Background: an optimization exercise with open tools, aiming at small area and a short achievable clock period. Do not read the settings as production practice. Function was checked by simulation only, so behaviour that the tests miss may differ from the original.

==> inputs of v38 <==
## multiplier_pipelined
module multiplier_pipelined(
    input logic clk,
    input logic[31:0] a,
    input logic[31:0] b,
    output logic[63:0] r
);
Settings: LEC_CHECK=0, CAP_MARGIN=20, CORE_MARGIN=2, CORE_UTILIZATION=40, SETUP_SLACK_MARGIN=4.0, SLEW_MARGIN=20, SYNTH_HIERARCHICAL=1, SYNTH_MINIMUM_KEEP_SIZE=0; clock period 9.0 ns.
run.sh (not shown) runs the stock make flow with config.mk's settings and CLKGATE_MAP_FILE= SYNTH_SCRIPT=/design/flow/synth_recipe.tcl, a recipe that flattens the netlist after the stock synthesis.
==> v1: changes against v38 <==
==> flow/flow/run.sh (new file) <==
#!/bin/bash
# Standard ORFS layout (the standard.sh, unchanged synthesis), with the port
# buffers that global placement inserts made plain buffers instead of the
# default delay-cell choice. Each tool's output goes to a log file here.
set -euo pipefail
export BUFFER_PORTS_ARGS="-buffer_cell sky130_fd_sc_hd__buf_4"
bash standard.sh > standard_flow.log 2>&1
==> flow/standard.sh (new file) <==
#!/bin/bash
# synth_recipe.tcl (not shown) runs the flow's synth.tcl, then flattens the netlist and writes it again
# the make line also repeats each setting of config.mk as NAME=value (left out here)
make -C /OpenROAD-flow-scripts/flow DESIGN_CONFIG=/design/flow/config.mk WORK_HOME=/design/flow/orfs CLKGATE_MAP_FILE= SYNTH_SCRIPT=/design/flow/synth_recipe.tcl "${@:-finish}"
removed: flow/run.sh
==> summary of the runs <==
- v1 finished clean. v38 produced a clean layout.
- Of v1 and v38, v38 has the higher utilization (gap 0.24 points).
- Against v38, the non-clock buffer count of v1 is higher by 15.
- In global-route usage, v38 and v1 hardly differ.
- Register-to-register slack is about the same in v1 and v38.
- In routed wire length, v38 and v1 hardly differ.
- In fmax, v1 and v38 hardly differ.
==> figures <==
Routed length on met3: v1 15700 um; v38 15100 um
Utilization after layout: v1 47.3%; v38 47.5%
Bufs w/o clock: v1 296; v38 281
Met2 Usage GRT: v1 45.0%; v38 45.0%
FF-to-FF End: v1 rc1236; v38 rs1232
Count of buffers added by post-CTS timing repair for setup: v1 48; v38 38
Met1 wire length: v1 41500 um; v38 42000 um
Drt first-iter violations: v1 3749; v38 3440
Layout fillers: v1 6107; v38 5991
First element of the critical path: v1 rt63; v38 rs1_82
Maximum number of pins on one net before global-route repair: v1 35; v38 39
Result of the run: v1 complete, no violations; v38 complete, no violations

==> willow: inputs <==
multiplier_pipelined, a different RTL version from the one above (not shown whole).
==> flow/config.mk <==
export PLATFORM = sky130hd
export DESIGN_NAME = multiplier_pipelined
export DESIGN_NICKNAME = multiplier_pipelined
export VERILOG_FILES = /design/flow/design.v
export SDC_FILE = /design/flow/constraint.sdc
export NUM_CORES = 4
export LEC_CHECK = 0
export CAP_MARGIN = 20
export CORE_MARGIN = 2
export CORE_UTILIZATION = 40
export SETUP_SLACK_MARGIN = 4.2
export SLEW_MARGIN = 20
export SYNTH_HIERARCHICAL = 1
export SYNTH_MINIMUM_KEEP_SIZE = 0
==> flow/constraint.sdc <==
create_clock -name core_clock -period 9.0 [get_ports {clk}]
set_input_delay 1.8000 -clock core_clock [delete_from_list [all_inputs] [get_ports {clk}]]
set_output_delay 1.8000 -clock core_clock [all_outputs]
set_load 0.01 [all_outputs]
standard.sh (not shown) runs the stock make flow with config.mk's settings and CLKGATE_MAP_FILE= SYNTH_SCRIPT=/design/flow/synth_recipe.tcl, a recipe that flattens the netlist after the stock synthesis.
==> flow/flow/run.sh <==
#!/bin/bash
# Standard ORFS layout (the standard.sh, unchanged synthesis), with the port
# buffers that global placement inserts made plain buffers instead of the
# default delay-cell choice. Each tool's output goes to a log file here.
set -euo pipefail
export BUFFER_PORTS_ARGS="-buffer_cell sky130_fd_sc_hd__buf_4"
bash standard.sh > standard_flow.log 2>&1
==> inputs of garnet, as changes to willow <==
--- a/flow/flow/run.sh
+++ b/flow/flow/run.sh
@@ -4,4 +4,4 @@
 # default delay-cell choice. Each tool's output goes to a log file here.
 set -euo pipefail
-export BUFFER_PORTS_ARGS="-buffer_cell sky130_fd_sc_hd__buf_4"
+export BUFFER_PORTS_ARGS="-buffer_cell sky130_fd_sc_hd__buf_2"
 bash standard.sh > standard_flow.log 2>&1
--- a/flow/config.mk
+++ b/flow/config.mk
@@ -9,5 +9,7 @@
 export CORE_MARGIN = 2
 export CORE_UTILIZATION = 40
-export SETUP_SLACK_MARGIN = 4.2
+export CTS_CLUSTER_DIAMETER = 150
+export CTS_CLUSTER_SIZE = 30
+export SETUP_SLACK_MARGIN = 4.8
 export SLEW_MARGIN = 20
 export SYNTH_HIERARCHICAL = 1
==> inputs of violet, as changes to willow <==
--- a/flow/config.mk
+++ b/flow/config.mk
@@ -9,5 +9,5 @@
 export CORE_MARGIN = 2
 export CORE_UTILIZATION = 40
-export SETUP_SLACK_MARGIN = 4.2
+export SETUP_SLACK_MARGIN = 5.0
 export SLEW_MARGIN = 20
 export SYNTH_HIERARCHICAL = 1
==> notes.md <==
* Status: complete, no violations
* Grt met2 use at 42.4%
* Global placement routability congestion at 0.910
* Dpl ws at approximately 4500 ps
[end of results for willow]
==> notes.md <==
* Dpl ws at approximately 4300 ps
* Grt met2 use at a little over two fifths
* Status: complete, no violations
* Crit path top cell by count: a21oi_2
* Global placement routability congestion at around 0.92
* Seq/Total Area, Yosys at around 17%
* FF-to-FF setup slack at between 4000 and 5000 ps
[end of results for garnet]
==> notes.md <==
* Dpl ws at 4500 ps
* Grt met2 use at 43.4%
* Status: complete, no violations
* Global placement routability congestion at 0.933
[end of results for violet]

==> branch violet <==
multiplier_pipelined again, from the RTL that the note above started with.
export LEC_CHECK = 0
export CAP_MARGIN = 20
export CORE_MARGIN = 2
export CORE_UTILIZATION = 40
export SETUP_SLACK_MARGIN = 4.5
export SLEW_MARGIN = 20
export SYNTH_HIERARCHICAL = 1
export SYNTH_MINIMUM_KEEP_SIZE = 0
create_clock -name core_clock -period 9.0 [get_ports {clk}]
==> flow/flow/run.sh <==
#!/bin/bash
# Standard ORFS layout (the standard.sh, unchanged synthesis), with the port
# buffers that global placement inserts made plain buffers instead of the
# default delay-cell choice. Each tool's output goes to a log file here.
set -euo pipefail
export BUFFER_PORTS_ARGS="-buffer_cell sky130_fd_sc_hd__buf_4"
bash standard.sh > standard_flow.log 2>&1
==> inputs of branch cedar, as changes to branch violet <==
--- a/flow/config.mk
+++ b/flow/config.mk
@@ -9,5 +9,5 @@
 export CORE_MARGIN = 2
 export CORE_UTILIZATION = 40
-export SETUP_SLACK_MARGIN = 4.5
+export SETUP_SLACK_MARGIN = 4.8
 export SLEW_MARGIN = 20
 export SYNTH_HIERARCHICAL = 1
==> inputs of branch onyx, as changes to branch violet <==
--- a/flow/flow/run.sh
+++ b/flow/flow/run.sh
@@ -4,4 +4,4 @@
 # default delay-cell choice. Each tool's output goes to a log file here.
 set -euo pipefail
-export BUFFER_PORTS_ARGS="-buffer_cell sky130_fd_sc_hd__buf_4"
+export BUFFER_PORTS_ARGS="-buffer_cell sky130_fd_sc_hd__buf_2"
 bash standard.sh > standard_flow.log 2>&1
--- a/flow/config.mk
+++ b/flow/config.mk
@@ -9,5 +9,5 @@
 export CORE_MARGIN = 2
 export CORE_UTILIZATION = 40
-export SETUP_SLACK_MARGIN = 4.5
+export SETUP_SLACK_MARGIN = 4.8
 export SLEW_MARGIN = 20
 export SYNTH_HIERARCHICAL = 1
==> notes.md <==
                                                                             branch cedar    branch violet     branch onyx
Outcome                                                  no timing/DRC/antenna violations  no timing/DRC/antenna violations  no timing/DRC/antenna violations
Final Skew                                                                        19.7 ps          21.1 ps         14.1 ps
CP required                                                                       7200 ps          9460 ps         7200 ps
Number of inserted diodes                                                               0                0               1
Final critical-path setup slack                                                   4750 ps          4550 ps         4750 ps
GRT met2 Usage                                                                      43.0%            42.5%           43.6%
Tot GR Track Use                                                                    28.8%            28.6%           28.7%
Share of layout cells above drive strength 1                                        23.7%            15.8%           24.1%
Fraction of met3 tracks used by global routing                                      10.1%            10.3%           9.48%
Total placed cells including tap cells                                              3,510            3,510           3,511
Register-to-Register Setup Slack                                                  4860 ps          4550 ps         4760 ps
Critical path peak fanout                                                               3               33               3
Number of cells on the worst hold path                                                  2                3               2
Setup crit start                                                           rp1272$_DFF_P_     ra14$_DFF_P_  rp1292$_DFF_P_
Number of search-and-repair iterations in the first detailed-routing pass               9                7               9
Initial antenna violation count                                                         1                0               1
HP Start                                                                     rt66$_DFF_P_  rs3_119$_DFF_P_    rt66$_DFF_P_
Vias per cell                                                                        6.72             6.73            6.77
Layout Cells excl Fill                                                              3,587            3,565           3,588
Proportion of cell area occupied by multi-input gates                               70.7%            71.0%           71.5%
1st-iter DRT viols                                                                  3,002            3,114           3,340

afterwards: timing with drivers on the ports:
Ports are ideal in the flow. The routed layouts listed here were re-timed in OpenROAD.
Step 1 (the two cells are an assumption about what drives the block):
set clk [get_ports {clk}]
set_driving_cell -lib_cell sky130_fd_sc_hd__clkbuf_16 $clk
set_driving_cell -lib_cell sky130_fd_sc_hd__buf_2 [delete_from_list [all_inputs] $clk]
Step 2, shift: input delay + t, output delay - t, t = (earliest + latest rising clock arrival at the registers) / 2. This alone moves slack from input paths to output paths.
a / b / c = ideal / step 1 / step 2; a / b = the first two.
run | t, ns | setup WS [ns] | hold WS [ns] | latest minus earliest clock arrival (ns) | worst register clock-pin slew, ns
v38 | 0.565 | 3.734 / 3.734 / 3.734 | 0.973 / 0.973 / 0.973 | 0.025 / 0.025 | 0.09 / 0.09
v1 | 0.585 | 3.742 / 3.742 / 3.742 | 0.704 / 0.704 / 0.704 | 0.034 / 0.034 | 0.11 / 0.11
willow | 0.640 | 4.339 / 4.275 / 4.464 | 1.003 / 1.003 / 1.003 | 0.022 / 0.022 | 0.07 / 0.07
garnet | 0.597 | 4.825 / 4.761 / 4.649 | 0.896 / 0.896 / 0.896 | 0.026 / 0.026 | 0.11 / 0.11
violet | 0.643 | 4.764 / 4.697 / 4.572 | 0.875 / 0.875 / 0.875 | 0.014 / 0.013 | 0.06 / 0.06
branch violet | 0.641 | 4.548 / 4.490 / 4.548 | 0.995 / 0.995 / 0.995 | 0.022 / 0.021 | 0.07 / 0.07
branch cedar | 0.641 | 4.751 / 4.683 / 4.607 | 0.871 / 0.871 / 0.871 | 0.021 / 0.021 | 0.06 / 0.06
branch onyx | 0.656 | 4.751 / 4.686 / 4.617 | 0.918 / 0.918 / 0.918 | 0.015 / 0.014 | 0.07 / 0.07
After both steps every run listed still meets setup and hold. For violet, which loses most, drivers alone change the setup slack by -0.067 ns; drivers and shift together by -0.192 ns.
